Background: an optimization exercise with open tools, aiming at small area and a short achievable clock period. Do not read the settings as production practice. At most, simulation tests tie the RTL to the original design; equivalence was not proved. No functional check of the RTL was part of runs 1 and 2. Power is estimated from default activity; no workload was simulated.

$ cat flow/run.sh
#!/bin/bash
# Standard layout with two changes: the port buffers are the smallest buffer
# cell, and clock tree synthesis inserts no dummy loads.
set -euo pipefail
export BUFFER_PORTS_ARGS="-buffer_cell sky130_fd_sc_hd__buf_1"
export CTS_ARGS="-sink_clustering_enable -repair_clock_nets -dont_use_dummy_load"
bash standard.sh finish > flow_standard.log 2>&1
$ cat standard.sh
#!/bin/bash
# synth_recipe.tcl (not shown) runs the flow's synth.tcl, then flattens the netlist and writes it again
# the make line also repeats each setting of config.mk as NAME=value (left out here)
make -C /OpenROAD-flow-scripts/flow DESIGN_CONFIG=/design/flow/config.mk WORK_HOME=/design/flow/orfs CLKGATE_MAP_FILE= SYNTH_SCRIPT=/design/flow/synth_recipe.tcl "${@:-finish}"
$ cat config.mk
export PLATFORM = sky130hd
export DESIGN_NAME = PE
export DESIGN_NICKNAME = PE
export VERILOG_FILES = /design/flow/design.v
export SDC_FILE = /design/flow/constraint.sdc
export NUM_CORES = 4
export LEC_CHECK = 0
export CAP_MARGIN = 20
export CORE_MARGIN = 2
export CORE_UTILIZATION = 65
export GPL_TIMING_DRIVEN = 0
export SETUP_SLACK_MARGIN = 0.7
export SLEW_MARGIN = 20
export SYNTH_HIERARCHICAL = 1
$ cat constraint.sdc
create_clock -name core_clock -period 5.5 [get_ports {CLK}]
set_input_delay 1.1000 -clock core_clock [delete_from_list [all_inputs] [get_ports {CLK}]]
set_output_delay 1.1000 -clock core_clock [all_outputs]
set_load 0.01 [all_outputs]
$ cat design.v
module PE(
    input wire CLK,
    input wire RESET,
    input wire EN,
    input wire SELECTOR,
    input wire W_EN,
    input wire signed [7:0] active_left,
    output reg signed [7:0] active_right,
    input wire signed [15:0] in_sum,
    output reg signed [15:0] out_sum,
    input wire signed [7:0] in_weight_above,
    output wire signed [7:0] out_weight_below
    );
    reg signed [7:0] weight_1;
    reg signed [7:0] weight_2;
    wire en_n, en_n_lo, en_n_hi;
    pe_inv u_enn (.a(EN), .y(en_n));
    pe_inv u_ennl (.a(EN), .y(en_n_lo));
    pe_inv u_ennh (.a(EN), .y(en_n_hi));
    wire sel_n;
    pe_inv u_seln (.a(SELECTOR), .y(sel_n));
    wire ld1 = EN & W_EN & SELECTOR;
    wire ld2 = EN & W_EN & ~SELECTOR;
    wire ld1_n = ~ld1;
    wire ld2_n = ~ld2;
    wire [7:0] w_n, ar_d, w1_d, w2_d, wb;
    wire [15:0] s_in;
    genvar gi;
    generate for (gi = 0; gi < 8; gi = gi + 1) begin : byte_sel
        pe_mux2i u_wn (.s(SELECTOR), .a1(weight_2[gi]), .a0(weight_1[gi]), .y(w_n[gi]));
        pe_ao22 u_ar (.a1(EN), .a2(active_left[gi]), .b1(en_n), .b2(active_right[gi]), .x(ar_d[gi]));
        pe_ao22 u_w1 (.a1(ld1), .a2(in_weight_above[gi]), .b1(ld1_n), .b2(weight_1[gi]), .x(w1_d[gi]));
        pe_ao22 u_w2 (.a1(ld2), .a2(in_weight_above[gi]), .b1(ld2_n), .b2(weight_2[gi]), .x(w2_d[gi]));
        pe_ao22 u_wb (.a1(SELECTOR), .a2(weight_1[gi]), .b1(sel_n), .b2(weight_2[gi]), .x(wb[gi]));
    end endgenerate
    generate for (gi = 0; gi < 16; gi = gi + 1) begin : sum_sel
        pe_ao22 u_si (.a1(EN), .a2(in_sum[gi]), .b1(gi < 8 ? en_n_lo : en_n_hi), .b2(out_sum[gi]), .x(s_in[gi]));
    end endgenerate
    wire b_one0, b_two0, b_neg0;
    pe_nand2 u_x1 (.a(EN), .b(active_left[0]), .y(b_one0));
    pe_nand3b u_x2 (.an(active_left[0]), .b(active_left[1]), .c(EN), .y(b_two0));
    assign b_neg0 = active_left[1];
    wire bs_0_0, bx_0_0;
    pe_nor2 u_x3 (.a(b_one0), .b(w_n[0]), .y(bs_0_0));
    pe_xor2 u_x4 (.a(bs_0_0), .b(b_neg0), .y(bx_0_0));
    wire bs_0_1, bx_0_1;
    pe_oai22 u_x5 (.a1(b_one0), .a2(w_n[1]), .b1(b_two0), .b2(w_n[0]), .y(bs_0_1));
    pe_xor2 u_x6 (.a(bs_0_1), .b(b_neg0), .y(bx_0_1));
    wire bs_0_2, bx_0_2;
    pe_oai22 u_x7 (.a1(b_one0), .a2(w_n[2]), .b1(b_two0), .b2(w_n[1]), .y(bs_0_2));
    pe_xor2 u_x8 (.a(bs_0_2), .b(b_neg0), .y(bx_0_2));
    wire bs_0_3, bx_0_3;
    pe_oai22 u_x9 (.a1(b_one0), .a2(w_n[3]), .b1(b_two0), .b2(w_n[2]), .y(bs_0_3));
    pe_xor2 u_x10 (.a(bs_0_3), .b(b_neg0), .y(bx_0_3));
    wire bs_0_4, bx_0_4;
    pe_oai22 u_x11 (.a1(b_one0), .a2(w_n[4]), .b1(b_two0), .b2(w_n[3]), .y(bs_0_4));
    pe_xor2 u_x12 (.a(bs_0_4), .b(b_neg0), .y(bx_0_4));
    wire bs_0_5, bx_0_5;
    pe_oai22 u_x13 (.a1(b_one0), .a2(w_n[5]), .b1(b_two0), .b2(w_n[4]), .y(bs_0_5));
    pe_xor2 u_x14 (.a(bs_0_5), .b(b_neg0), .y(bx_0_5));
    wire bs_0_6, bx_0_6;
    pe_oai22 u_x15 (.a1(b_one0), .a2(w_n[6]), .b1(b_two0), .b2(w_n[5]), .y(bs_0_6));
    pe_xor2 u_x16 (.a(bs_0_6), .b(b_neg0), .y(bx_0_6));
    wire bs_0_7, bx_0_7;
    pe_oai22 u_x17 (.a1(b_one0), .a2(w_n[7]), .b1(b_two0), .b2(w_n[6]), .y(bs_0_7));
    pe_xor2 u_x18 (.a(bs_0_7), .b(b_neg0), .y(bx_0_7));
    wire bs_0_8, bx_0_8;
    pe_oai22 u_x19 (.a1(b_one0), .a2(w_n[7]), .b1(b_two0), .b2(w_n[7]), .y(bs_0_8));
    pe_xnor2 u_x20 (.a(bs_0_8), .b(b_neg0), .y(bx_0_8));
    wire b_one1, b_two1, b_neg1;
    wire b_x10_1, b_x21_1;
    pe_xor2 u_x21 (.a(active_left[2]), .b(active_left[1]), .y(b_x10_1));
    pe_xor2 u_x22 (.a(active_left[3]), .b(active_left[2]), .y(b_x21_1));
    pe_nand2 u_x23 (.a(EN), .b(b_x10_1), .y(b_one1));
    pe_nand3b u_x24 (.an(b_x10_1), .b(b_x21_1), .c(EN), .y(b_two1));
    assign b_neg1 = active_left[3];
    wire bs_1_0, bx_1_0;
    pe_nor2 u_x25 (.a(b_one1), .b(w_n[0]), .y(bs_1_0));
    pe_xor2 u_x26 (.a(bs_1_0), .b(b_neg1), .y(bx_1_0));
    wire bs_1_1, bx_1_1;
    pe_oai22 u_x27 (.a1(b_one1), .a2(w_n[1]), .b1(b_two1), .b2(w_n[0]), .y(bs_1_1));
    pe_xor2 u_x28 (.a(bs_1_1), .b(b_neg1), .y(bx_1_1));
    wire bs_1_2, bx_1_2;
    pe_oai22 u_x29 (.a1(b_one1), .a2(w_n[2]), .b1(b_two1), .b2(w_n[1]), .y(bs_1_2));
    pe_xor2 u_x30 (.a(bs_1_2), .b(b_neg1), .y(bx_1_2));
    wire bs_1_3, bx_1_3;
    pe_oai22 u_x31 (.a1(b_one1), .a2(w_n[3]), .b1(b_two1), .b2(w_n[2]), .y(bs_1_3));
    pe_xor2 u_x32 (.a(bs_1_3), .b(b_neg1), .y(bx_1_3));
    wire bs_1_4, bx_1_4;
    pe_oai22 u_x33 (.a1(b_one1), .a2(w_n[4]), .b1(b_two1), .b2(w_n[3]), .y(bs_1_4));
    pe_xor2 u_x34 (.a(bs_1_4), .b(b_neg1), .y(bx_1_4));
    wire bs_1_5, bx_1_5;
    pe_oai22 u_x35 (.a1(b_one1), .a2(w_n[5]), .b1(b_two1), .b2(w_n[4]), .y(bs_1_5));
    pe_xor2 u_x36 (.a(bs_1_5), .b(b_neg1), .y(bx_1_5));
    wire bs_1_6, bx_1_6;
    pe_oai22 u_x37 (.a1(b_one1), .a2(w_n[6]), .b1(b_two1), .b2(w_n[5]), .y(bs_1_6));
    pe_xor2 u_x38 (.a(bs_1_6), .b(b_neg1), .y(bx_1_6));
    wire bs_1_7, bx_1_7;
    pe_oai22 u_x39 (.a1(b_one1), .a2(w_n[7]), .b1(b_two1), .b2(w_n[6]), .y(bs_1_7));
    pe_xor2 u_x40 (.a(bs_1_7), .b(b_neg1), .y(bx_1_7));
    wire bs_1_8, bx_1_8;
    pe_oai22 u_x41 (.a1(b_one1), .a2(w_n[7]), .b1(b_two1), .b2(w_n[7]), .y(bs_1_8));
    pe_xnor2 u_x42 (.a(bs_1_8), .b(b_neg1), .y(bx_1_8));
    wire b_one2, b_two2, b_neg2;
    wire b_x10_2, b_x21_2;
    pe_xor2 u_x43 (.a(active_left[4]), .b(active_left[3]), .y(b_x10_2));
    pe_xor2 u_x44 (.a(active_left[5]), .b(active_left[4]), .y(b_x21_2));
    pe_nand2 u_x45 (.a(EN), .b(b_x10_2), .y(b_one2));
    pe_nand3b u_x46 (.an(b_x10_2), .b(b_x21_2), .c(EN), .y(b_two2));
    assign b_neg2 = active_left[5];
    wire bs_2_0, bx_2_0;
    pe_nor2 u_x47 (.a(b_one2), .b(w_n[0]), .y(bs_2_0));
    pe_xor2 u_x48 (.a(bs_2_0), .b(b_neg2), .y(bx_2_0));
    wire bs_2_1, bx_2_1;
    pe_oai22 u_x49 (.a1(b_one2), .a2(w_n[1]), .b1(b_two2), .b2(w_n[0]), .y(bs_2_1));
    pe_xor2 u_x50 (.a(bs_2_1), .b(b_neg2), .y(bx_2_1));
    wire bs_2_2, bx_2_2;
    pe_oai22 u_x51 (.a1(b_one2), .a2(w_n[2]), .b1(b_two2), .b2(w_n[1]), .y(bs_2_2));
    pe_xor2 u_x52 (.a(bs_2_2), .b(b_neg2), .y(bx_2_2));
    wire bs_2_3, bx_2_3;
    pe_oai22 u_x53 (.a1(b_one2), .a2(w_n[3]), .b1(b_two2), .b2(w_n[2]), .y(bs_2_3));
    pe_xor2 u_x54 (.a(bs_2_3), .b(b_neg2), .y(bx_2_3));
    wire bs_2_4, bx_2_4;
    pe_oai22 u_x55 (.a1(b_one2), .a2(w_n[4]), .b1(b_two2), .b2(w_n[3]), .y(bs_2_4));
    pe_xor2 u_x56 (.a(bs_2_4), .b(b_neg2), .y(bx_2_4));
    wire bs_2_5, bx_2_5;
    pe_oai22 u_x57 (.a1(b_one2), .a2(w_n[5]), .b1(b_two2), .b2(w_n[4]), .y(bs_2_5));
    pe_xor2 u_x58 (.a(bs_2_5), .b(b_neg2), .y(bx_2_5));
    wire bs_2_6, bx_2_6;
    pe_oai22 u_x59 (.a1(b_one2), .a2(w_n[6]), .b1(b_two2), .b2(w_n[5]), .y(bs_2_6));
    pe_xor2 u_x60 (.a(bs_2_6), .b(b_neg2), .y(bx_2_6));
    wire bs_2_7, bx_2_7;
    pe_oai22 u_x61 (.a1(b_one2), .a2(w_n[7]), .b1(b_two2), .b2(w_n[6]), .y(bs_2_7));
    pe_xor2 u_x62 (.a(bs_2_7), .b(b_neg2), .y(bx_2_7));
    wire bs_2_8, bx_2_8;
    pe_oai22 u_x63 (.a1(b_one2), .a2(w_n[7]), .b1(b_two2), .b2(w_n[7]), .y(bs_2_8));
    pe_xnor2 u_x64 (.a(bs_2_8), .b(b_neg2), .y(bx_2_8));
    wire b_one3, b_two3, b_neg3;
    wire b_x10_3, b_x21_3;
    pe_xor2 u_x65 (.a(active_left[6]), .b(active_left[5]), .y(b_x10_3));
    pe_xor2 u_x66 (.a(active_left[7]), .b(active_left[6]), .y(b_x21_3));
    pe_nand2 u_x67 (.a(EN), .b(b_x10_3), .y(b_one3));
    pe_nand3b u_x68 (.an(b_x10_3), .b(b_x21_3), .c(EN), .y(b_two3));
    assign b_neg3 = active_left[7];
    wire bs_3_0, bx_3_0;
    pe_nor2 u_x69 (.a(b_one3), .b(w_n[0]), .y(bs_3_0));
    pe_xor2 u_x70 (.a(bs_3_0), .b(b_neg3), .y(bx_3_0));
    wire bs_3_1, bx_3_1;
    pe_oai22 u_x71 (.a1(b_one3), .a2(w_n[1]), .b1(b_two3), .b2(w_n[0]), .y(bs_3_1));
    pe_xor2 u_x72 (.a(bs_3_1), .b(b_neg3), .y(bx_3_1));
    wire bs_3_2, bx_3_2;
    pe_oai22 u_x73 (.a1(b_one3), .a2(w_n[2]), .b1(b_two3), .b2(w_n[1]), .y(bs_3_2));
    pe_xor2 u_x74 (.a(bs_3_2), .b(b_neg3), .y(bx_3_2));
    wire bs_3_3, bx_3_3;
    pe_oai22 u_x75 (.a1(b_one3), .a2(w_n[3]), .b1(b_two3), .b2(w_n[2]), .y(bs_3_3));
    pe_xor2 u_x76 (.a(bs_3_3), .b(b_neg3), .y(bx_3_3));
    wire bs_3_4, bx_3_4;
    pe_oai22 u_x77 (.a1(b_one3), .a2(w_n[4]), .b1(b_two3), .b2(w_n[3]), .y(bs_3_4));
    pe_xor2 u_x78 (.a(bs_3_4), .b(b_neg3), .y(bx_3_4));
    wire bs_3_5, bx_3_5;
    pe_oai22 u_x79 (.a1(b_one3), .a2(w_n[5]), .b1(b_two3), .b2(w_n[4]), .y(bs_3_5));
    pe_xor2 u_x80 (.a(bs_3_5), .b(b_neg3), .y(bx_3_5));
    wire bs_3_6, bx_3_6;
    pe_oai22 u_x81 (.a1(b_one3), .a2(w_n[6]), .b1(b_two3), .b2(w_n[5]), .y(bs_3_6));
    pe_xor2 u_x82 (.a(bs_3_6), .b(b_neg3), .y(bx_3_6));
    wire bs_3_7, bx_3_7;
    pe_oai22 u_x83 (.a1(b_one3), .a2(w_n[7]), .b1(b_two3), .b2(w_n[6]), .y(bs_3_7));
    pe_xor2 u_x84 (.a(bs_3_7), .b(b_neg3), .y(bx_3_7));
    wire bs_3_8, bx_3_8;
    pe_oai22 u_x85 (.a1(b_one3), .a2(w_n[7]), .b1(b_two3), .b2(w_n[7]), .y(bs_3_8));
    pe_xnor2 u_x86 (.a(bs_3_8), .b(b_neg3), .y(bx_3_8));
    wire s87;
    wire c88;
    pe_ha u_x89 (.a(s_in[4]), .b(b_neg2), .s(s87), .co(c88));
    wire s90;
    wire c91;
    pe_ha u_x92 (.a(s_in[5]), .b(bx_0_5), .s(s90), .co(c91));
    wire s93;
    wire c94;
    pe_fa u_x95 (.a(s_in[6]), .b(b_neg3), .ci(bx_0_6), .s(s93), .co(c94));
    wire s96;
    wire c97;
    pe_ha u_x98 (.a(bx_1_4), .b(bx_2_2), .s(s96), .co(c97));
    wire s99;
    wire c100;
    pe_fa u_x101 (.a(s_in[7]), .b(bx_0_7), .ci(bx_1_5), .s(s99), .co(c100));
    wire s102;
    wire c103;
    pe_ha u_x104 (.a(bx_2_3), .b(bx_3_1), .s(s102), .co(c103));
    wire s105;
    wire c106;
    pe_xnor2 u_x107 (.a(s_in[8]), .b(bx_0_8), .y(s105));
    pe_or2 u_x108 (.a(s_in[8]), .b(bx_0_8), .y(c106));
    wire s109;
    wire c110;
    pe_fa u_x111 (.a(bx_1_6), .b(bx_2_4), .ci(bx_3_2), .s(s109), .co(c110));
    wire s112;
    wire c113;
    pe_xnor2 u_x114 (.a(s_in[9]), .b(bx_1_7), .y(s112));
    pe_or2 u_x115 (.a(s_in[9]), .b(bx_1_7), .y(c113));
    wire s116;
    wire c117;
    pe_ha u_x118 (.a(bx_2_5), .b(bx_3_3), .s(s116), .co(c117));
    wire s119;
    wire c120;
    pe_fa u_x121 (.a(s_in[10]), .b(bx_1_8), .ci(bx_2_6), .s(s119), .co(c120));
    wire s122;
    wire c123;
    pe_xnor2 u_x124 (.a(s_in[11]), .b(bx_2_7), .y(s122));
    pe_or2 u_x125 (.a(s_in[11]), .b(bx_2_7), .y(c123));
    wire s126;
    wire c127;
    pe_ha u_x128 (.a(s_in[2]), .b(b_neg1), .s(s126), .co(c127));
    wire s129;
    wire c130;
    pe_ha u_x131 (.a(s_in[3]), .b(bx_0_3), .s(s129), .co(c130));
    wire s132;
    wire c133;
    pe_fa u_x134 (.a(bx_0_4), .b(bx_1_2), .ci(bx_2_0), .s(s132), .co(c133));
    wire s135;
    wire c136;
    pe_fa u_x137 (.a(bx_1_3), .b(bx_2_1), .ci(c88), .s(s135), .co(c136));
    wire s138;
    wire c139;
    pe_fa u_x140 (.a(bx_3_0), .b(c91), .ci(s96), .s(s138), .co(c139));
    wire s141;
    wire c142;
    pe_fa u_x143 (.a(c97), .b(s102), .ci(c94), .s(s141), .co(c142));
    wire s144;
    wire c145;
    pe_fa u_x146 (.a(s105), .b(c103), .ci(c100), .s(s144), .co(c145));
    wire s147;
    wire c148;
    pe_fa u_x149 (.a(c106), .b(s112), .ci(s116), .s(s147), .co(c148));
    wire s150;
    wire c151;
    pe_fa u_x152 (.a(bx_3_4), .b(c113), .ci(c117), .s(s150), .co(c151));
    wire s153;
    wire c154;
    pe_ha u_x155 (.a(bx_3_5), .b(s122), .s(s153), .co(c154));
    wire s156;
    wire c157;
    pe_fa u_x158 (.a(s_in[12]), .b(bx_2_8), .ci(bx_3_6), .s(s156), .co(c157));
    wire s159;
    wire c160;
    pe_xnor2 u_x161 (.a(s_in[13]), .b(bx_3_7), .y(s159));
    pe_or2 u_x162 (.a(s_in[13]), .b(bx_3_7), .y(c160));
    wire s163;
    wire c164;
    pe_ha u_x165 (.a(s_in[0]), .b(b_neg0), .s(s163), .co(c164));
    wire s166;
    wire c167;
    pe_ha u_x168 (.a(s_in[1]), .b(bx_0_1), .s(s166), .co(c167));
    wire s169;
    wire c170;
    pe_fa u_x171 (.a(bx_0_2), .b(bx_1_0), .ci(s126), .s(s169), .co(c170));
    wire s172;
    wire c173;
    pe_fa u_x174 (.a(bx_1_1), .b(c127), .ci(s129), .s(s172), .co(c173));
    wire s175;
    wire c176;
    pe_fa u_x177 (.a(s87), .b(c130), .ci(s132), .s(s175), .co(c176));
    wire s178;
    wire c179;
    pe_fa u_x180 (.a(s90), .b(c133), .ci(s135), .s(s178), .co(c179));
    wire s181;
    wire c182;
    pe_fa u_x183 (.a(c136), .b(s93), .ci(s138), .s(s181), .co(c182));
    wire s184;
    wire c185;
    pe_fa u_x186 (.a(s99), .b(c139), .ci(s141), .s(s184), .co(c185));
    wire s187;
    wire c188;
    pe_fa u_x189 (.a(s109), .b(c142), .ci(s144), .s(s187), .co(c188));
    wire s190;
    wire c191;
    pe_fa u_x192 (.a(c110), .b(c145), .ci(s147), .s(s190), .co(c191));
    wire s193;
    wire c194;
    pe_fa u_x195 (.a(s119), .b(c148), .ci(s150), .s(s193), .co(c194));
    wire s196;
    wire c197;
    pe_fa u_x198 (.a(c120), .b(s153), .ci(c151), .s(s196), .co(c197));
    wire s199;
    wire c200;
    pe_fa u_x201 (.a(c123), .b(c154), .ci(s156), .s(s199), .co(c200));
    wire s202;
    wire c203;
    pe_ha u_x204 (.a(s159), .b(c157), .s(s202), .co(c203));
    wire s205;
    wire c206;
    pe_fa u_x207 (.a(s_in[14]), .b(bx_3_8), .ci(c160), .s(s205), .co(c206));
    wire [15:0] rx = {s_in[15], c203, s202, s199, c194, c191, c188, c185, c182, c179, c176, c173, c170, c167, c164, bx_0_0};
    wire [15:0] ry = {c206, s205, c200, c197, s196, s193, s190, s187, s184, s181, s178, s175, s172, s169, s166, s163};
    wire [15:0] sum;
    wire t208, rc209;
    pe_ha u_x210 (.a(rx[0]), .b(ry[0]), .s(t208), .co(rc209));
    assign sum[0] = t208;
    wire t211, rc212;
    pe_fa u_x213 (.a(rx[1]), .b(ry[1]), .ci(rc209), .s(t211), .co(rc212));
    assign sum[1] = t211;
    wire t214, rc215;
    pe_fa u_x216 (.a(rx[2]), .b(ry[2]), .ci(rc212), .s(t214), .co(rc215));
    assign sum[2] = t214;
    wire t217, rc218;
    pe_fa u_x219 (.a(rx[3]), .b(ry[3]), .ci(rc215), .s(t217), .co(rc218));
    assign sum[3] = t217;
    wire g4, p4;
    pe_ha u_x220 (.a(rx[4]), .b(ry[4]), .s(p4), .co(g4));
    wire g5, p5;
    pe_ha u_x221 (.a(rx[5]), .b(ry[5]), .s(p5), .co(g5));
    wire g6, p6;
    pe_ha u_x222 (.a(rx[6]), .b(ry[6]), .s(p6), .co(g6));
    wire g7, p7;
    pe_ha u_x223 (.a(rx[7]), .b(ry[7]), .s(p7), .co(g7));
    wire g8, p8;
    pe_ha u_x224 (.a(rx[8]), .b(ry[8]), .s(p8), .co(g8));
    wire g9, p9;
    pe_ha u_x225 (.a(rx[9]), .b(ry[9]), .s(p9), .co(g9));
    wire g10, p10;
    pe_ha u_x226 (.a(rx[10]), .b(ry[10]), .s(p10), .co(g10));
    wire g11, p11;
    pe_ha u_x227 (.a(rx[11]), .b(ry[11]), .s(p11), .co(g11));
    wire g12, p12;
    pe_ha u_x228 (.a(rx[12]), .b(ry[12]), .s(p12), .co(g12));
    wire g13, p13;
    pe_ha u_x229 (.a(rx[13]), .b(ry[13]), .s(p13), .co(g13));
    wire g14, p14;
    pe_ha u_x230 (.a(rx[14]), .b(ry[14]), .s(p14), .co(g14));
    wire g15, p15;
    pe_ha u_x231 (.a(rx[15]), .b(ry[15]), .s(p15), .co(g15));
    wire G232 = g4 | (p4 & rc218);
    wire G233 = g6 | (p6 & g5);
    wire P234 = p6 & p5;
    wire G235 = g8 | (p8 & g7);
    wire P236 = p8 & p7;
    wire G237 = g10 | (p10 & g9);
    wire P238 = p10 & p9;
    wire G239 = g12 | (p12 & g11);
    wire P240 = p12 & p11;
    wire G241 = g14 | (p14 & g13);
    wire P242 = p14 & p13;
    wire G243 = G233 | (P234 & G232);
    wire G244 = G237 | (P238 & G235);
    wire P245 = P238 & P236;
    wire G246 = G241 | (P242 & G239);
    wire P247 = P242 & P240;
    wire G248 = G244 | (P245 & G243);
    wire G249 = G246 | (P247 & G248);
    wire G250 = G235 | (P236 & G243);
    wire G251 = G239 | (P240 & G248);
    wire G252 = g5 | (p5 & G232);
    wire G253 = g7 | (p7 & G243);
    wire G254 = g9 | (p9 & G250);
    wire G255 = g11 | (p11 & G248);
    wire G256 = g13 | (p13 & G251);
    wire G257 = g15 | (p15 & G249);
    pe_xor2 u_x258 (.a(p4), .b(rc218), .y(sum[4]));
    pe_xor2 u_x259 (.a(p5), .b(G232), .y(sum[5]));
    pe_xor2 u_x260 (.a(p6), .b(G252), .y(sum[6]));
    pe_xor2 u_x261 (.a(p7), .b(G243), .y(sum[7]));
    pe_xor2 u_x262 (.a(p8), .b(G253), .y(sum[8]));
    pe_xor2 u_x263 (.a(p9), .b(G250), .y(sum[9]));
    pe_xor2 u_x264 (.a(p10), .b(G254), .y(sum[10]));
    pe_xor2 u_x265 (.a(p11), .b(G248), .y(sum[11]));
    pe_xor2 u_x266 (.a(p12), .b(G255), .y(sum[12]));
    pe_xor2 u_x267 (.a(p13), .b(G251), .y(sum[13]));
    pe_xor2 u_x268 (.a(p14), .b(G256), .y(sum[14]));
    pe_xnor2 u_x269 (.a(p15), .b(G249), .y(sum[15]));
    always @(negedge RESET or posedge CLK) begin
        if (~RESET) begin
            out_sum <= 0;
            active_right <= 0;
            weight_1 <= 0;
            weight_2 <= 0;
        end else begin
            out_sum <= sum;
            active_right <= ar_d;
            weight_1 <= w1_d;
            weight_2 <= w2_d;
        end
    end
    assign out_weight_below = wb;
endmodule
module pe_fa(input wire a, input wire b, input wire ci, output wire s, output wire co);
    assign {co, s} = a + b + ci;
endmodule
module pe_ha(input wire a, input wire b, output wire s, output wire co);
    assign {co, s} = a + b;
endmodule
module pe_ao22(input wire a1, input wire a2, input wire b1, input wire b2, output wire x);
    assign x = (a1 & a2) | (b1 & b2);
endmodule
module pe_mux2i(input wire s, input wire a1, input wire a0, output wire y);
    assign y = ~(s ? a1 : a0);
endmodule
module pe_inv(input wire a, output wire y);
    assign y = ~a;
endmodule
module pe_ao21(input wire a, input wire b, input wire c, output wire y);
    assign y = a | (b & c);
endmodule
module pe_oai22(input wire a1, input wire a2, input wire b1, input wire b2, output wire y);
    assign y = ~((a1 | a2) & (b1 | b2));
endmodule
module pe_nand3b(input wire an, input wire b, input wire c, output wire y);
    assign y = ~(~an & b & c);
endmodule
module pe_and2(input wire a, input wire b, output wire y);
    assign y = a & b;
endmodule
module pe_and3b(input wire an, input wire b, input wire c, output wire y);
    assign y = ~an & b & c;
endmodule
module pe_nand2(input wire a, input wire b, output wire y);
    assign y = ~(a & b);
endmodule
module pe_nor2(input wire a, input wire b, output wire y);
    assign y = ~(a | b);
endmodule
module pe_or2(input wire a, input wire b, output wire y);
    assign y = a | b;
endmodule
module pe_xor2(input wire a, input wire b, output wire y);
    assign y = a ^ b;
endmodule
module pe_xnor2(input wire a, input wire b, output wire y);
    assign y = ~(a ^ b);
endmodule
module pe_xor3(input wire a, input wire b, input wire c, output wire y);
    assign y = a ^ b ^ c;
endmodule
==> results.sh, run 1 <==
export IMPL_path_max_fanout=13
export IMPL_clkSinkCount=40
export IMPL_place_area_mm2=0.00372
export IMPL_initial_core_util_pct=66.6
export IMPL_worst_ep_arrival_time_ns=4.78
export IMPL_skew_ns=0.0167
export IMPL_max_freq_mhz=216
export IMPL_rsz0062_at_grt="no"
export IMPL_rows=26
export IMPL_diodes=0
export IMPL_p_comb_share_pct=70.2
export IMPL_mappedNetlistNets=382
export IMPL_end_kind="flip-flop"
export IMPL_status="no timing/DRC/antenna violations"
export IMPL_ys_seq_area_share_pct=29.8
export IMPL_hold_violations=0
export IMPL_start_kind="primary input"
export IMPL_async_reset_ff_share_pct=100
export IMPL_drt_wl_total_um=7840
export IMPL_htreeDepth=2
export IMPL_dp_hpwl_um=5750
export IMPL_die_x_um=75.9
export IMPL_dieArea_mm2=0.00576
export IMPL_worstPathRequired_ns=5.66
export IMPL_clock_latency_ns=0.29
export IMPL_synth_commonest_cells="xor2_1, a22o_1, dfrtp_1"
export IMPL_setup_viol=0
export IMPL_clk_transition_reported_paths_ns=0.06
export IMPL_power_leakage_nw=1.81
export IMPL_p_per_area_mw_per_mm2=538
export IMPL_synthTopCellsByArea="dfrtp_1, fa_1, xor2_1"
export IMPL_fin_tns_setup_ns=0
export IMPL_synth_main_ff_cell="dfrtp_1"
export IMPL_clockBufferDepth=2
export IMPL_hp_class="flip-flop to flip-flop"
export IMPL_syn_instance_count=294
export IMPL_grt_pass1_wl_um=12100
export IMPL_p_switching_uw=999
export IMPL_yosysMostFrequentCell="xor2_1"
export IMPL_place_congestion=0.882
export IMPL_numCtsBuffers=5
export IMPL_p_total_mw=2.17
export IMPL_ys_ff_latch=40
export IMPL_grt_ovfl_total=0
export IMPL_syn_to_final_growth_pct=20.2
export IMPL_portBuffers=68
export IMPL_syn_avg_cell_area_um2=11.4
export IMPL_post_drt_wl_per_cell_um=17.4
export IMPL_synth_edf_count=0
export IMPL_fillers=321
export IMPL_seq_power_share_pct=21.7
export IMPL_vias_per_cell=6.06
export IMPL_drive_gt1_share_pct=9.97
export IMPL_tightest_slew_ns=0.389
export IMPL_drc=0
export IMPL_cts_tree="built"
export IMPL_grt_max_degree=38
export IMPL_placedCellCount=433
export IMPL_ios=69
export IMPL_p_int_mw=1.18
export IMPL_stdcell_area_mm2=0.00404
export IMPL_yosysTopAreaCell="dfrtp_1"
export IMPL_switching_share_pct=45.9
export IMPL_grtUsageTotal_pct=28.3
export IMPL_maxCapViolCount=0
export IMPL_drt_iter0_drc=199
export IMPL_synth_top_area_share_pct=29.8
export IMPL_critPathKind="primary input to flip-flop"
export IMPL_ant_nets=0
export IMPL_core_area_mm2=0.00504
export IMPL_via_count=2735
export IMPL_die_height_um=75.9
export IMPL_clockRootBuffer="clkbuf_8"
export IMPL_slew_violations=0
export IMPL_yosys_warnings=7
export IMPL_slew_limit_headroom_pct=74.1
export IMPL_clock_power_share_pct=8.1
export IMPL_layout_nets=471
export IMPL_ir_worst_vdd_mv=0.563
export IMPL_grt_pass1_vias=2490
export IMPL_antenna_found_initial=0
export IMPL_ys_types=26
export IMPL_dr_pass1_iters=5
export IMPL_syn_area_mm2=0.00336
export IMPL_period_share_pct=84.0
export IMPL_layout_cells_non_filler=451
export IMPL_period_needed_ns=4.62
-- logic make-up (layout without fill, tap and decap cells) --
family / after synthesis / in the layout / share of synthesized area [%]
DFF: 40 / 40 / 29.8
buffers and inverters: 6 / 93 / 0.671
AOI/OAI and AO/OA: 99 / 99 / 22.4
adders and majority gates: 51 / 51 / 25.0
muxes: 8 / 8 / 2.38
and+or+nand+nor: 32 / 32 / 4.62
xor gates and xnor gates: 58 / 58 / 15.1
-- flip-flops by register name (all words and copies together) (netlist names) --
| signal | count |
|---|---|
| active_right | 8 |
| out_sum | 16 |
| weight_1 | 8 |
| weight_2 | 8 |
-- power groups by stage --
stage	combinational, mW	sequential (mW)	clock [mW]
floorplan	1.09	0.489	0
global placement	1.39	0.461	0
detailed placement	1.47	0.468	0
CTS	1.50	0.469	0.179
global route	1.72	0.485	0.192
finish	1.53	0.472	0.176
-- worst max-delay path: stages --
cell      delay (ns)
clkbuf_4        0.20
xor2_1          0.21
nand3b_1        0.32
o22ai_1         0.22
xor2_1          0.20
ha_1            0.27
fa_1            0.51
fa_1            0.42
ha_1            0.34
a21o_1          0.21
a31o_4          0.23
a21oi_2         0.24
o21bai_1        0.13
xor2_1          0.18
-- Yosys stat by module, one instance, submodules excluded, a selection --
module	flops+latches	copies in the design	cells	area, um^2
PE	40	1	77	1210
pe_ao22	0	48	1	8.76
pe_fa	0	27	1	20.0
pe_ha	0	24	1	12.5
pe_mux2i	0	8	1	10.0
pe_nand2	0	4	1	3.75
pe_nor2	0	4	1	3.75
pe_or2	0	4	1	6.26
pe_xor2	0	49	1	8.76
-- worst paths after layout --
kind / from / to / slack [ns] / depth (start not counted)
worst max-delay path: active_left[1] / out_sum[14] / 0.88 / 14
worst min-delay path: active_right[7] / active_right[7] / 0.50 / 1
worst max register to register: weight_1[0] / out_sum[14] / 1.67 / 12
worst min register to register: active_right[7] / active_right[7] / 0.50 / 1
max in group asynchronous: RESET / active_right[6] / 4.30 / 2
min in group asynchronous: RESET / out_sum[2] / 0.72 / 1
-- layer usage --
metal	global-route usage, %	up-vias	routed length, um
li1	-	1292	-
met1	39.9	1312	3300
met2	45.8	117	3950
met3	4.37	14	452
met4	7.41	0	138
met5	0	-	0
-- layout by cell type (no fill, tap or decap), types with 2 or more instances in the layout --
| cell type | Yosys | final |
|---|---|---|
| a22o_1 | 48 | 48 |
| xnor2_1 | 9 | 9 |
| fa_1 | 27 | 27 |
| inv_1 | 6 | 6 |
| nor2_1 | 10 | 10 |
| o21ai_0 | 3 | 3 |
| buf_6 | 0 | 2 |
| nand3b_1 | 4 | 4 |
| o22ai_1 | 32 | 32 |
| mux2i_4 | 0 | 8 |
| buf_4 | 0 | 12 |
| clkbuf_8 | 0 | 5 |
| clkbuf_4 | 0 | 4 |
| buf_12 | 0 | 2 |
| dfrtp_1 | 40 | 40 |
| a21oi_1 | 6 | 5 |
| nand2_1 | 9 | 8 |
| buf_1 | 0 | 61 |
| or2_1 | 4 | 4 |
| ha_1 | 24 | 24 |
| a21o_1 | 5 | 5 |
| xor2_1 | 49 | 49 |
-- through the flow --
| stage | setup slack [ns] | hold slack [ns] | util (%) |
|---|---|---|---|
| after floorplan | 0.935 | 0.485 | - |
| after global placement | -0.519 | 0.479 | 73.4 |
| after detailed placement | -0.509 | 0.481 | 73.8 |
| after CTS | 0.729 | 0.500 | 77.2 |
| after global routing | 0.693 | 0.527 | 80.1 |
| final | 0.880 | 0.497 | 80.1 |
-- final cells by class --
cell class	count	area (um^2)	share of cell area, %
clock buffer	5	68.8	1.70
sequential	40	1000	24.8
tap	70	87.6	2.17
multi-input combinational	248	2440	60.5
inverter	6	22.5	0.558
timing repair buffer	82	417	10.3
-- timing repair --
item,4_1_cts,5_1_grt
pin swaps,0,1
hold buffers,0,0
endpoints found under the setup margin,10,4
gates resized for setup,24,13
setup buffers,2,11
==> inputs of run 2 (changes only) <==
--- a/config.mk
+++ b/config.mk
@@ -11,3 +11,3 @@
 export GPL_TIMING_DRIVEN = 0
-export SETUP_SLACK_MARGIN = 0.7
+export SETUP_SLACK_MARGIN = 0.5
 export SLEW_MARGIN = 20
==> run 2 against run 1 <==
Compared with the run above:
- sequential share of layout area grew 0.87 points
- core utilization shrank 2.7 points
- synthesized cell count is the same
- first-iteration DRC count grew 22%
- register-to-register slack lost 0.14 ns
==> results.sh, run 2 <==
export IMPL_syn_area_mm2=0.00336
export IMPL_grt_ovfl_total=0
export IMPL_path_max_fanout=13
export IMPL_grt_max_degree=38
export IMPL_clkSinkCount=40
export IMPL_fillers=352
export IMPL_whs_ns=0.499
export IMPL_hold_buffers=0
export IMPL_status="no timing/DRC/antenna violations"
export IMPL_end_kind="flip-flop"
export IMPL_ys_types=26
export IMPL_crit_path_frequent_cell="xor2_1"
export IMPL_p_per_area_mw_per_mm2=549
export IMPL_cts_tree="built"
export IMPL_slew_limit_headroom_pct=65.4
export IMPL_numCtsBuffers=5
export IMPL_dr_pass1_iters=5
export IMPL_final_common_cell="buf_1"
export IMPL_worst_ep_arrival_time_ns=5.00
export IMPL_diodes=0
export IMPL_max_stage_delay_ns=0.51
export IMPL_start_kind="primary input"
export IMPL_ant_nets=0
export IMPL_layout_nets=461
export IMPL_die_x_um=75.9
export IMPL_drive_gt1_share_pct=7.28
export IMPL_synthTopCellsByArea="dfrtp_1, fa_1, xor2_1"
export IMPL_slew_violations=0
export IMPL_ios=69
export IMPL_worstPathRequired_ns=5.67
export IMPL_place_congestion=0.882
export IMPL_largest_reg_flops=16
export IMPL_initial_core_util_pct=66.6
export IMPL_p_total_mw=2.14
export IMPL_clk_transition_reported_paths_ns=0.06
export IMPL_yosysMostFrequentCell="xor2_1"
export IMPL_grt_pass1_wl_um=12000
export IMPL_top_register="out_sum"
export IMPL_syn_to_final_growth_pct=16.2
export IMPL_clock_latency_ns=0.30
export IMPL_syn_avg_cell_area_um2=11.4
export IMPL_grt_pass1_vias=2463
export IMPL_rows=26
export IMPL_vias_per_cell=6.04
export IMPL_async_reset_ff_share_pct=100
export IMPL_ys_ff_latch=40
export IMPL_die_height_um=75.9
export IMPL_max_freq_mhz=207
export IMPL_rsz0062_at_grt="no"
export IMPL_grtUsageTotal_pct=28.2
export IMPL_skew_ns=0.0179
export IMPL_tightest_slew_ns=0.509
export IMPL_hold_violations=0
export IMPL_synth_commonest_cells="xor2_1, a22o_1, dfrtp_1"
export IMPL_synth_top_area_share_pct=29.8
export IMPL_post_drt_wl_per_cell_um=17.2
export IMPL_clockBufferDepth=2
export IMPL_via_count=2663
export IMPL_antenna_found_initial=0
export IMPL_ys_seq_area_share_pct=29.8
export IMPL_synth_main_ff_cell="dfrtp_1"
export IMPL_dp_hpwl_um=5750
export IMPL_core_area_mm2=0.00504
export IMPL_period_needed_ns=4.83
export IMPL_drt_wl_total_um=7600
export IMPL_yosysTopAreaCell="dfrtp_1"
export IMPL_setup_viol=0
export IMPL_worstPathCellList="clkdlybuf4s15_2, xor2_1, nand2_1, o22ai_1, xor2_1, ha_1, fa_1, fa_1, ha_1, a21o_1, a31o_4, a21oi_2, o21bai_1, xor2_1"
export IMPL_critPathKind="primary input to flip-flop"
export IMPL_dieArea_mm2=0.00576
export IMPL_yosys_warnings=7
export IMPL_drc=0
export IMPL_syn_instance_count=294
export IMPL_synth_edf_count=0
export IMPL_drt_iter0_drc=243
export IMPL_power_leakage_nw=1.75
export IMPL_postLayoutCoreUtil_pct=77.4
export IMPL_hp_class="flip-flop to flip-flop"
export IMPL_portBuffers=68
export IMPL_cp_slowest_cell="fa_1"
export IMPL_final_cell_mix="buf_1, xor2_1, a22o_1, dfrtp_1, o22ai_1"
export IMPL_htreeDepth=2
export IMPL_mappedNetlistNets=382
export IMPL_maxCapViolCount=0
export IMPL_clockRootBuffer="clkbuf_8"
export IMPL_ir_worst_vdd_mv=0.563
export IMPL_period_share_pct=87.9
==> run 2: cell counts after synthesis <==
Identical to the previous run, type by type.
==> run 2: through the flow <==
| step | setup WS, ns | area, um^2 | cells | TNS, ns |
|---|---|---|---|---|
| final | 0.665 | 3900 | 441 | 0 |
| after global routing | 0.520 | 3900 | 441 | 0 |
| after CTS | 0.507 | 3850 | 438 | 0 |
| after detailed placement | -0.509 | 3720 | 433 | -2.21 |
| after global placement | -0.519 | 3700 | 432 | -2.88 |
| after floorplan | 0.935 | 3360 | 294 | 0 |
==> run 2: path summary, 6_finish.rpt <==
path / startpoint / end / slack (ns) / cells past startpoint
setup / recovery: active_left[3] / out_sum[14] / 0.67 / 14
hold / removal: active_right[7] / active_right[7] / 0.50 / 1
setup reg to reg: weight_1[6] / out_sum[14] / 1.53 / 12
hold reg to reg: active_right[7] / active_right[7] / 0.50 / 1
max in group asynchronous: RESET / weight_2[4] / 4.30 / 2
min in group asynchronous: RESET / out_sum[2] / 0.72 / 1
==> run 2: cell type report <==
class | count | area, um^2 | area share (%)
Sequential cell | 40 | 1000 | 25.7
Timing Repair Buffer | 72 | 318 | 8.15
Clock buffer | 5 | 68.8 | 1.76
Inverter | 6 | 22.5 | 0.577
Multi-Input combinational cell | 248 | 2400 | 61.6
Tap cell | 70 | 87.6 | 2.25
==> run 2: what timing repair did <==
action                     in CTS  in global routing
gates cloned                    0                  0
resized for setup              19                  6
setup endpoints to repair       9                  5
setup buffers                   0                  3
==> run 2: modules after synthesis (local to each module, per instance), a selection <==
module     copies in the design  cells
pe_xnor2                      9      1
PE                            1     77
pe_nand3b                     4      1
pe_oai22                     32      1
pe_nand2                      4      1
pe_fa                        27      1
pe_inv                        4      1
==> run 2: kinds of logic after synthesis <==
group / synth area share (%)
and+or+nand+nor: 4.62
buffers and inverters: 0.671
DFF: 29.8
adders and majority gates: 25.0
xor gates and xnor gates: 15.1
muxes: 2.38
AOI/OAI and AO/OA: 22.4
==> run 2: worst max-delay path, delay by kind of cell <==
family	cells	cell delay [ns]
AOI/OAI and AO/OA	5	1.09
xor gates and xnor gates	3	0.60
adders and majority gates	4	1.54
buffers and inverters	1	0.44
and+or+nand+nor	1	0.22
==> run 2: power by group <==
part | switching [mW] | internal [mW] | total [mW]
clock network | 0.0969 | 0.0819 | 0.179
registers | 0.0595 | 0.409 | 0.469
logic | 0.831 | 0.663 | 1.49
==> run 2: layer usage <==
metal,part of all wire (%),routed length [um],global-route usage (%)
met1,43,3270,40.0
met2,49,3730,45.4
met3,6.4,483,3.97
met4,1.5,116,8.58
met5,0,0,0
==> inputs of run 3 (changes only) <==
--- a/design.v
+++ b/design.v
@@ -38,2 +38,6 @@
     end endgenerate
+    wire [7:0] w_n_b;
+    generate for (gi = 0; gi < 8; gi = gi + 1) begin : wdup
+        pe_mux2i u_wnb (.s(SELECTOR), .a1(weight_2[gi]), .a0(weight_1[gi]), .y(w_n_b[gi]));
+    end endgenerate
     wire b_one0, b_two0, b_neg0;
@@ -111,27 +115,27 @@
     wire bs_2_0, bx_2_0;
-    pe_nor2 u_x47 (.a(b_one2), .b(w_n[0]), .y(bs_2_0));
+    pe_nor2 u_x47 (.a(b_one2), .b(w_n_b[0]), .y(bs_2_0));
     pe_xor2 u_x48 (.a(bs_2_0), .b(b_neg2), .y(bx_2_0));
     wire bs_2_1, bx_2_1;
-    pe_oai22 u_x49 (.a1(b_one2), .a2(w_n[1]), .b1(b_two2), .b2(w_n[0]), .y(bs_2_1));
+    pe_oai22 u_x49 (.a1(b_one2), .a2(w_n_b[1]), .b1(b_two2), .b2(w_n_b[0]), .y(bs_2_1));
     pe_xor2 u_x50 (.a(bs_2_1), .b(b_neg2), .y(bx_2_1));
     wire bs_2_2, bx_2_2;
-    pe_oai22 u_x51 (.a1(b_one2), .a2(w_n[2]), .b1(b_two2), .b2(w_n[1]), .y(bs_2_2));
+    pe_oai22 u_x51 (.a1(b_one2), .a2(w_n_b[2]), .b1(b_two2), .b2(w_n_b[1]), .y(bs_2_2));
     pe_xor2 u_x52 (.a(bs_2_2), .b(b_neg2), .y(bx_2_2));
     wire bs_2_3, bx_2_3;
-    pe_oai22 u_x53 (.a1(b_one2), .a2(w_n[3]), .b1(b_two2), .b2(w_n[2]), .y(bs_2_3));
+    pe_oai22 u_x53 (.a1(b_one2), .a2(w_n_b[3]), .b1(b_two2), .b2(w_n_b[2]), .y(bs_2_3));
     pe_xor2 u_x54 (.a(bs_2_3), .b(b_neg2), .y(bx_2_3));
     wire bs_2_4, bx_2_4;
-    pe_oai22 u_x55 (.a1(b_one2), .a2(w_n[4]), .b1(b_two2), .b2(w_n[3]), .y(bs_2_4));
+    pe_oai22 u_x55 (.a1(b_one2), .a2(w_n_b[4]), .b1(b_two2), .b2(w_n_b[3]), .y(bs_2_4));
     pe_xor2 u_x56 (.a(bs_2_4), .b(b_neg2), .y(bx_2_4));
     wire bs_2_5, bx_2_5;
-    pe_oai22 u_x57 (.a1(b_one2), .a2(w_n[5]), .b1(b_two2), .b2(w_n[4]), .y(bs_2_5));
+    pe_oai22 u_x57 (.a1(b_one2), .a2(w_n_b[5]), .b1(b_two2), .b2(w_n_b[4]), .y(bs_2_5));
     pe_xor2 u_x58 (.a(bs_2_5), .b(b_neg2), .y(bx_2_5));
     wire bs_2_6, bx_2_6;
-    pe_oai22 u_x59 (.a1(b_one2), .a2(w_n[6]), .b1(b_two2), .b2(w_n[5]), .y(bs_2_6));
+    pe_oai22 u_x59 (.a1(b_one2), .a2(w_n_b[6]), .b1(b_two2), .b2(w_n_b[5]), .y(bs_2_6));
     pe_xor2 u_x60 (.a(bs_2_6), .b(b_neg2), .y(bx_2_6));
     wire bs_2_7, bx_2_7;
-    pe_oai22 u_x61 (.a1(b_one2), .a2(w_n[7]), .b1(b_two2), .b2(w_n[6]), .y(bs_2_7));
+    pe_oai22 u_x61 (.a1(b_one2), .a2(w_n_b[7]), .b1(b_two2), .b2(w_n_b[6]), .y(bs_2_7));
     pe_xor2 u_x62 (.a(bs_2_7), .b(b_neg2), .y(bx_2_7));
     wire bs_2_8, bx_2_8;
-    pe_oai22 u_x63 (.a1(b_one2), .a2(w_n[7]), .b1(b_two2), .b2(w_n[7]), .y(bs_2_8));
+    pe_oai22 u_x63 (.a1(b_one2), .a2(w_n_b[7]), .b1(b_two2), .b2(w_n_b[7]), .y(bs_2_8));
     pe_xnor2 u_x64 (.a(bs_2_8), .b(b_neg2), .y(bx_2_8));
@@ -145,27 +149,27 @@
     wire bs_3_0, bx_3_0;
-    pe_nor2 u_x69 (.a(b_one3), .b(w_n[0]), .y(bs_3_0));
+    pe_nor2 u_x69 (.a(b_one3), .b(w_n_b[0]), .y(bs_3_0));
     pe_xor2 u_x70 (.a(bs_3_0), .b(b_neg3), .y(bx_3_0));
     wire bs_3_1, bx_3_1;
-    pe_oai22 u_x71 (.a1(b_one3), .a2(w_n[1]), .b1(b_two3), .b2(w_n[0]), .y(bs_3_1));
+    pe_oai22 u_x71 (.a1(b_one3), .a2(w_n_b[1]), .b1(b_two3), .b2(w_n_b[0]), .y(bs_3_1));
     pe_xor2 u_x72 (.a(bs_3_1), .b(b_neg3), .y(bx_3_1));
     wire bs_3_2, bx_3_2;
-    pe_oai22 u_x73 (.a1(b_one3), .a2(w_n[2]), .b1(b_two3), .b2(w_n[1]), .y(bs_3_2));
+    pe_oai22 u_x73 (.a1(b_one3), .a2(w_n_b[2]), .b1(b_two3), .b2(w_n_b[1]), .y(bs_3_2));
     pe_xor2 u_x74 (.a(bs_3_2), .b(b_neg3), .y(bx_3_2));
     wire bs_3_3, bx_3_3;
-    pe_oai22 u_x75 (.a1(b_one3), .a2(w_n[3]), .b1(b_two3), .b2(w_n[2]), .y(bs_3_3));
+    pe_oai22 u_x75 (.a1(b_one3), .a2(w_n_b[3]), .b1(b_two3), .b2(w_n_b[2]), .y(bs_3_3));
     pe_xor2 u_x76 (.a(bs_3_3), .b(b_neg3), .y(bx_3_3));
     wire bs_3_4, bx_3_4;
-    pe_oai22 u_x77 (.a1(b_one3), .a2(w_n[4]), .b1(b_two3), .b2(w_n[3]), .y(bs_3_4));
+    pe_oai22 u_x77 (.a1(b_one3), .a2(w_n_b[4]), .b1(b_two3), .b2(w_n_b[3]), .y(bs_3_4));
     pe_xor2 u_x78 (.a(bs_3_4), .b(b_neg3), .y(bx_3_4));
     wire bs_3_5, bx_3_5;
-    pe_oai22 u_x79 (.a1(b_one3), .a2(w_n[5]), .b1(b_two3), .b2(w_n[4]), .y(bs_3_5));
+    pe_oai22 u_x79 (.a1(b_one3), .a2(w_n_b[5]), .b1(b_two3), .b2(w_n_b[4]), .y(bs_3_5));
     pe_xor2 u_x80 (.a(bs_3_5), .b(b_neg3), .y(bx_3_5));
     wire bs_3_6, bx_3_6;
-    pe_oai22 u_x81 (.a1(b_one3), .a2(w_n[6]), .b1(b_two3), .b2(w_n[5]), .y(bs_3_6));
+    pe_oai22 u_x81 (.a1(b_one3), .a2(w_n_b[6]), .b1(b_two3), .b2(w_n_b[5]), .y(bs_3_6));
     pe_xor2 u_x82 (.a(bs_3_6), .b(b_neg3), .y(bx_3_6));
     wire bs_3_7, bx_3_7;
-    pe_oai22 u_x83 (.a1(b_one3), .a2(w_n[7]), .b1(b_two3), .b2(w_n[6]), .y(bs_3_7));
+    pe_oai22 u_x83 (.a1(b_one3), .a2(w_n_b[7]), .b1(b_two3), .b2(w_n_b[6]), .y(bs_3_7));
     pe_xor2 u_x84 (.a(bs_3_7), .b(b_neg3), .y(bx_3_7));
     wire bs_3_8, bx_3_8;
-    pe_oai22 u_x85 (.a1(b_one3), .a2(w_n[7]), .b1(b_two3), .b2(w_n[7]), .y(bs_3_8));
+    pe_oai22 u_x85 (.a1(b_one3), .a2(w_n_b[7]), .b1(b_two3), .b2(w_n_b[7]), .y(bs_3_8));
     pe_xnor2 u_x86 (.a(bs_3_8), .b(b_neg3), .y(bx_3_8));
--- a/config.mk
+++ b/config.mk
@@ -11,3 +11,3 @@
 export GPL_TIMING_DRIVEN = 0
-export SETUP_SLACK_MARGIN = 0.5
+export SETUP_SLACK_MARGIN = 0.7
 export SLEW_MARGIN = 20
==> run 3 against run 2 <==
Compared with the run above:
- critical endpoint is now out_sum[12]
- still clean
- global-route usage is 0.25 points lower
- die area is 2.3% higher
- clock power hardly changed
- synthesized cell count is 2.7% higher
- cell area is 1.5% higher
- largest cell class unchanged
- sequential power hardly changed
- total power is 0.39% higher
- sequential share of layout area is 0.37 points lower
- register-to-register slack better by 0.16 ns
- clock skew is 0.0040 ns lower
- non-clock buffer count is 3 higher
- via count is 3.0% higher
==> results.sh, run 3 <==
export IMPL_status="no timing/DRC/antenna violations"
export IMPL_hold_violations=0
export IMPL_layout_nets=472
export IMPL_portBuffers=68
export IMPL_syn_avg_cell_area_um2=11.4
export IMPL_maxCapViolCount=0
export IMPL_worstPathRequired_ns=5.67
export IMPL_die_x_um=76.7
export IMPL_dieArea_mm2=0.00589
export IMPL_synthTopCellsByArea="dfrtp_1, fa_1, xor2_1"
export IMPL_stdcell_area_mm2=0.00396
export IMPL_drt_iter0_drc=170
export IMPL_rsz0062_at_grt="no"
export IMPL_htreeDepth=2
export IMPL_crit_end="out_sum[12]"
export IMPL_top_register="out_sum"
export IMPL_place_congestion=0.861
export IMPL_fillers=380
export IMPL_final_common_cell="buf_1"
export IMPL_yosys_warnings=7
export IMPL_rows=26
export IMPL_grt_use_met3_pct=3.18
export IMPL_ios=69
export IMPL_seqCellArea_mm2=0.00100
export IMPL_syn_to_final_growth_pct=15.1
export IMPL_diodes=0
export IMPL_slew_limit_headroom_pct=63.6
export IMPL_fin_ws_ns=0.879
export IMPL_synth_main_ff_cell="dfrtp_1"
export IMPL_largest_reg_flops=16
export IMPL_crit_path_start="active_left[1]"
export IMPL_clockBufferDepth=2
export IMPL_clockRootBuffer="clkbuf_8"
export IMPL_post_drt_wl_per_cell_um=17.4
export IMPL_r2r_setup_slack_ns=1.69
export IMPL_use_met2_pct=44.9
export IMPL_whs_ns=0.497
export IMPL_via_count=2742
export IMPL_grt_pass1_vias=2605
export IMPL_grt_pass1_wl_um=13000
export IMPL_busiest_layer="met2"
export IMPL_core_area_mm2=0.00511
export IMPL_final_cell_mix="buf_1, xor2_1, a22o_1, dfrtp_1, o22ai_1"
export IMPL_drive_gt1_share_pct=7.07
export IMPL_initial_core_util_pct=67.3
export IMPL_grtUsageTotal_pct=28.0
export IMPL_synth_top_area_share_pct=29.1
export IMPL_start_kind="primary input"
export IMPL_r2r_end="out_sum[12]"
export IMPL_numCtsBuffers=5
export IMPL_path_max_fanout=13
export IMPL_period_share_pct=84.0
export IMPL_use_met1_pct=40.7
export IMPL_ys_seq_area_share_pct=29.1
export IMPL_grt_ovfl_total=0
export IMPL_multiInputGateArea_mm2=0.00244
export IMPL_pre_cts_slack_ns=0.121
export IMPL_syn_instance_count=302
export IMPL_ant_nets=0
export IMPL_max_freq_mhz=216
export IMPL_drt_wl_total_um=7870
export IMPL_synth_edf_count=0
export IMPL_power_leakage_nw=1.81
export IMPL_antenna_found_initial=0
export IMPL_async_reset_ff_share_pct=100
export IMPL_hp_class="flip-flop to flip-flop"
export IMPL_r2r_cells=12
export IMPL_clk_transition_reported_paths_ns=0.07
export IMPL_setup_viol=0
export IMPL_postLayoutCoreUtil_pct=77.5
export IMPL_synth_commonest_cells="xor2_1, a22o_1, dfrtp_1"
export IMPL_dr_pass1_iters=4
export IMPL_syn_area_mm2=0.00344
export IMPL_tightest_slew_ns=0.531
export IMPL_period_needed_ns=4.62
export IMPL_die_height_um=76.7
export IMPL_place_area_mm2=0.00381
export IMPL_yosysTopAreaCell="dfrtp_1"
export IMPL_clkSinkCount=40
export IMPL_critPathKind="primary input to flip-flop"
export IMPL_clock_latency_ns=0.30
export IMPL_fin_tns_setup_ns=0
export IMPL_ys_ff_latch=40
export IMPL_worst_ep_arrival_time_ns=4.79
export IMPL_skew_ns=0.0139
export IMPL_dp_hpwl_um=5950
export IMPL_grt_max_degree=38
export IMPL_drc=0
export IMPL_min_path_cells=1
export IMPL_vias_per_cell=6.07
export IMPL_slew_violations=0
export IMPL_p_per_area_mw_per_mm2=543
export IMPL_worst_r2r_startpoint="weight_2[1]"
export IMPL_end_kind="flip-flop"
export IMPL_cts_tree="built"
export IMPL_ys_types=26
export IMPL_mappedNetlistNets=390
export IMPL_yosysMostFrequentCell="xor2_1"
export IMPL_ir_worst_vdd_mv=0.562
-- run 3: changes by cell type after synthesis, sizes merged --
cell | before | now
mux2i | 8 | 16
-- run 3: repair_timing --
| action | CTS | global route |
|---|---|---|
| resized for setup | 10 | 11 |
| gates cloned | 0 | 0 |
| buffers inserted | 2 | 4 |
| pin swaps | 0 | 1 |
| endpoints found under the setup margin | 8 | 5 |
| hold buffers | 0 | 0 |
-- run 3: final cells by class --
class / instances / area share [%]
Multi-Input combinational cell: 256 / 61.6
Sequential cell: 40 / 25.3
Timing Repair Buffer: 75 / 8.63
Tap cell: 70 / 2.21
Clock buffer: 5 / 1.74
Inverter: 6 / 0.569
-- run 3: report_power, final --
| group | switching [mW] | internal [mW] |
|---|---|---|
| combinational | 0.836 | 0.667 |
| sequential | 0.0578 | 0.409 |
| clock | 0.0980 | 0.0819 |
-- run 3: routing by layer --
layer | up-vias | routed length (um)
li1 | 1300 | -
met1 | 1355 | 3480
met2 | 79 | 3890
met3 | 8 | 386
met4 | 0 | 113
met5 | - | 0
-- run 3: kinds of logic after synthesis --
logic type / after synthesis / share of synthesized area, %
and+or+nand+nor: 32 / 4.51
AOI/OAI and AO/OA: 99 / 21.8
DFF: 40 / 29.1
muxes: 16 / 4.66
xor gates and xnor gates: 58 / 14.8
buffers and inverters: 6 / 0.655
adders and majority gates: 51 / 24.5
-- run 3: per-module statistics from Yosys (local to each module, per instance) --
module / times used / area, um^2 / flip-flops and latches / cells
PE: 1 / 1210 / 40 / 77
pe_nor2: 4 / 3.75 / 0 / 1
pe_mux2i: 16 / 10.0 / 0 / 1
pe_or2: 4 / 6.26 / 0 / 1
pe_ao22: 48 / 8.76 / 0 / 1
pe_inv: 4 / 3.75 / 0 / 1
pe_fa: 27 / 20.0 / 0 / 1
pe_xnor2: 9 / 8.76 / 0 / 1
pe_xor2: 49 / 8.76 / 0 / 1
pe_ha: 24 / 12.5 / 0 / 1
pe_nand3b: 4 / 7.51 / 0 / 1
pe_nand2: 4 / 3.75 / 0 / 1
pe_oai22: 32 / 6.26 / 0 / 1
-- run 3: through the flow --
step	total power, mW	std cells
2_1_floorplan	1.59	302
3_3_place_gp	1.88	440
3_5_place_dp	1.93	441
4_1_cts	2.16	448
5_1_grt	2.38	452
6_report	2.15	452
-- run 3: how the worst min path moves through the flow --
stage	to	from
after floorplan	weight_1[0]	weight_1[0]
after global placement	active_right[5]	active_right[5]
after detailed placement	active_right[3]	active_right[3]
after CTS	active_right[3]	active_right[3]
after global routing	active_right[2]	active_right[2]
final	active_right[3]	active_right[3]
-- run 3: critical path, cell delays in order --
cell	delay, ns
buf_2	0.31
xor2_1	0.23
nand3b_1	0.30
o22ai_1	0.13
xor2_1	0.17
fa_1	0.40
fa_1	0.51
fa_1	0.44
ha_1	0.36
a21oi_1	0.22
o21ai_0	0.12
a21o_1	0.18
a21o_1	0.18
xor2_1	0.16
==> inputs of run 4 (changes only) <==
--- a/config.mk
+++ b/config.mk
@@ -9,3 +9,3 @@
 export CORE_MARGIN = 2
-export CORE_UTILIZATION = 65
+export CORE_UTILIZATION = 70
 export GPL_TIMING_DRIVEN = 0
==> run 4 against run 3 <==
Compared with the run above:
- synthesized cell count is the same
- area after synthesis is the same
- sequential cell count unchanged
- clock power hardly changed
- routed wire length grew 3.0%
- clock skew decreased by 0.0057 ns
- critical path depth unchanged
- total power increased by 0.93%
- core utilization is 6.6 points higher
- still clean on timing, DRC and antenna
- combinational power about the same
- setup slack got worse by 0.030 ns
- largest power group unchanged
==> results.sh, run 4 <==
export IMPL_skew_ns=0.00821
export IMPL_pre_cts_slack_ns=0.172
export IMPL_yosys_warnings=7
export IMPL_yosysTopAreaCell="dfrtp_1"
export IMPL_max_freq_mhz=215
export IMPL_rsz0062_at_grt="no"
export IMPL_end_kind="flip-flop"
export IMPL_synthTopCellsByArea="dfrtp_1, fa_1, xor2_1"
export IMPL_grt_ovfl_total=0
export IMPL_final_cell_mix="buf_1, xor2_1, a22o_1, dfrtp_1, o22ai_1"
export IMPL_grt_pass1_vias=2735
export IMPL_placedCellCount=438
export IMPL_clkSinkCount=40
export IMPL_clk_transition_reported_paths_ns=0.07
export IMPL_ys_types=26
export IMPL_cp_slowest_cell="fa_1"
export IMPL_rows=25
export IMPL_worstPathCellList="clkbuf_4, xor2_1, nand3b_1, o22ai_1, xor2_1, ha_1, fa_1, fa_1, ha_1, a21o_1, a31o_4, a21oi_1, o21bai_1, xor2_1"
export IMPL_power_leakage_nw=1.81
export IMPL_fin_tns_setup_ns=0
export IMPL_maxCapViolCount=0
export IMPL_synth_xor_area_share_pct=14.8
export IMPL_die_x_um=74.1
export IMPL_max_stage_delay_ns=0.50
export IMPL_cts_tree="built"
export IMPL_top_register="out_sum"
export IMPL_syn_avg_cell_area_um2=11.4
export IMPL_ios=69
export IMPL_synth_edf_count=0
export IMPL_worstPathRequired_ns=5.67
export IMPL_synth_simple_area_share_pct=4.51
export IMPL_p_per_area_mw_per_mm2=546
export IMPL_layout_cells_non_filler=449
export IMPL_start_kind="primary input"
export IMPL_initial_core_util_pct=72.8
export IMPL_grtUsageTotal_pct=30.9
export IMPL_critPathBufInv=1
export IMPL_period_share_pct=84.6
export IMPL_final_common_cell="buf_1"
export IMPL_worst_ep_arrival_time_ns=4.82
export IMPL_via_count=2824
export IMPL_grt_pass1_wl_um=12800
export IMPL_hold_violations=0
export IMPL_synth_main_ff_cell="dfrtp_1"
export IMPL_core_area_mm2=0.00472
export IMPL_diodes=0
export IMPL_dr_pass1_iters=5
export IMPL_syn_instance_count=302
export IMPL_async_reset_ff_share_pct=100
export IMPL_place_congestion=0.881
export IMPL_period_needed_ns=4.65
export IMPL_portBuffers=68
export IMPL_ys_seq_area_share_pct=29.1
export IMPL_ant_nets=0
export IMPL_grt_max_degree=38
export IMPL_synth_top_family_by_area="adder cells"
export IMPL_drt_iter0_drc=126
export IMPL_die_height_um=74.1
export IMPL_clockRootBuffer="clkbuf_8"
export IMPL_dieArea_mm2=0.00549
export IMPL_p_total_mw=2.17
export IMPL_status="no timing/DRC/antenna violations"
export IMPL_fin_ws_ns=0.849
export IMPL_synth_compound_area_share_pct=21.8
export IMPL_dp_hpwl_um=5950
export IMPL_path_max_fanout=13
export IMPL_drt_wl_total_um=8110
export IMPL_critPathTopFamily="adder cells"
export IMPL_vias_per_cell=6.29
export IMPL_numCtsBuffers=5
export IMPL_crit_path_frequent_cell="xor2_1"
export IMPL_post_drt_wl_per_cell_um=18.1
export IMPL_synthAdderAreaFrac_pct=24.5
export IMPL_mappedNetlistNets=390
export IMPL_slew_violations=0
export IMPL_setup_viol=0
export IMPL_syn_to_final_growth_pct=15.5
export IMPL_tightest_slew_ns=0.527
export IMPL_drive_gt1_share_pct=7.85
export IMPL_layout_nets=472
export IMPL_drc=0
export IMPL_clockBufferDepth=2
export IMPL_synth_commonest_cells="xor2_1, a22o_1, dfrtp_1"
export IMPL_critPathKind="primary input to flip-flop"
export IMPL_ys_ff_latch=40
export IMPL_hp_class="flip-flop to flip-flop"
export IMPL_synthMuxAreaShare_pct=4.66
export IMPL_slew_limit_headroom_pct=63.9
export IMPL_ir_worst_vdd_mv=0.544
export IMPL_antenna_found_initial=0
export IMPL_clock_latency_ns=0.29
export IMPL_syn_area_mm2=0.00344
export IMPL_yosysMostFrequentCell="xor2_1"
export IMPL_htreeDepth=2
export IMPL_largest_reg_flops=16
export IMPL_synth_top_area_share_pct=29.1
## run 4: cell type report
cell class / instances / area [um^2]
clock buffer: 5 / 68.8
timing repair buffer: 75 / 349
fill: 269 / 751
sequential: 40 / 1000
multi-input combinational: 256 / 2450
tap: 67 / 83.8
inverter: 6 / 22.5
## run 4: worst paths after layout
path / from / endpoint / slack (ns) / cells past startpoint
max in group asynchronous: RESET / out_sum[11] / 4.25 / 2
hold reg to reg: active_right[5] / active_right[5] / 0.49 / 1
min in group asynchronous: RESET / out_sum[2] / 0.76 / 1
setup / recovery: active_left[3] / out_sum[14] / 0.85 / 14
setup reg to reg: weight_2[0] / out_sum[14] / 1.69 / 12
hold / removal: active_right[5] / active_right[5] / 0.49 / 1
## run 4: power by group
part / internal, mW / total, mW / switching (mW)
sequential: 0.409 / 0.470 / 0.0608
clock: 0.0819 / 0.180 / 0.0984
combinational: 0.668 / 1.52 / 0.851
## run 4: timing repair
item	in CTS	in global routing
endpoints found under the setup margin	8	8
resized for setup	6	15
hold buffers	0	0
setup buffers	0	6
gates cloned	0	0
## run 4: cell families after synthesis
logic type      Yosys count
fa+ha+maj                51
simple gates             32
buf+inv                   6
flops                    40
compound gates           99
xor+xnor                 58
mux                      16
## run 4: metrics by stage
stage | util, % | hold slack [ns] | cell area (um^2)
5_1_grt | 84.1 | 0.520 | 3970
3_3_place_gp | 80.0 | 0.477 | 3780
3_5_place_dp | 80.6 | 0.479 | 3810
4_1_cts | 82.4 | 0.500 | 3890
2_1_floorplan | - | 0.507 | 3440
6_report | 84.1 | 0.494 | 3970
## run 4: per-module statistics from Yosys (local to each module, per instance), a selection
module / cells inside / flops+latches
PE: 77 / 40
pe_ha: 1 / 0
pe_nand2: 1 / 0
pe_nand3b: 1 / 0
pe_nor2: 1 / 0
pe_oai22: 1 / 0
pe_or2: 1 / 0
pe_xnor2: 1 / 0
pe_xor2: 1 / 0
## run 4: worst register-to-register path, delay by kind of cell (launching register included)
| kind | cells | cell delay (ns) |
|---|---|---|
| AOI/OAI and AO/OA | 5 | 1.05 |
| muxes | 1 | 0.32 |
| xor gates and xnor gates | 2 | 0.35 |
| adders and majority gates | 4 | 1.54 |
| DFF | 1 | 0.42 |
## run 4: routing by layer
| layer | track usage, % | up-vias | part of all wire [%] |
|---|---|---|---|
| li1 | - | 1303 | - |
| met1 | 41.5 | 1380 | 43 |
| met2 | 50.8 | 116 | 48 |
| met3 | 4.61 | 25 | 5.2 |
| met4 | 11.9 | 0 | 3.5 |
| met5 | 0 | - | 0 |

[port drivers added, routing unchanged]
In the flow no input, the clock included, has a driving cell. The finished layouts below were timed again as built, in two steps. Step 1, drivers: a clkbuf_16 drives CLK and a buf_2 each remaining input, both assumed. Step 2, shift: input delay + t, output delay - t, t = (earliest + latest rising clock arrival at the registers) / 2. This alone moves slack from input paths to output paths. Three values: ideal, step 1, step 2; two values: the first two.
| run | t, ns | setup WS [ns] | hold slack, ns |
|---|---|---|---|
| run 1 | 0.312 | 0.880 / 0.881 / 0.568 | 0.497 / 0.497 / 0.497 |
| run 2 | 0.317 | 0.665 / 0.661 / 0.344 | 0.499 / 0.499 / 0.499 |
| run 3 | 0.321 | 0.879 / 0.883 / 0.562 | 0.497 / 0.497 / 0.497 |
| run 4 | 0.314 | 0.849 / 0.846 / 0.532 | 0.494 / 0.494 / 0.494 |
After both steps every run listed still meets setup and hold. The setup slack of run 2, which loses most, moves by -0.004 ns with the drivers and by -0.321 ns with both steps.
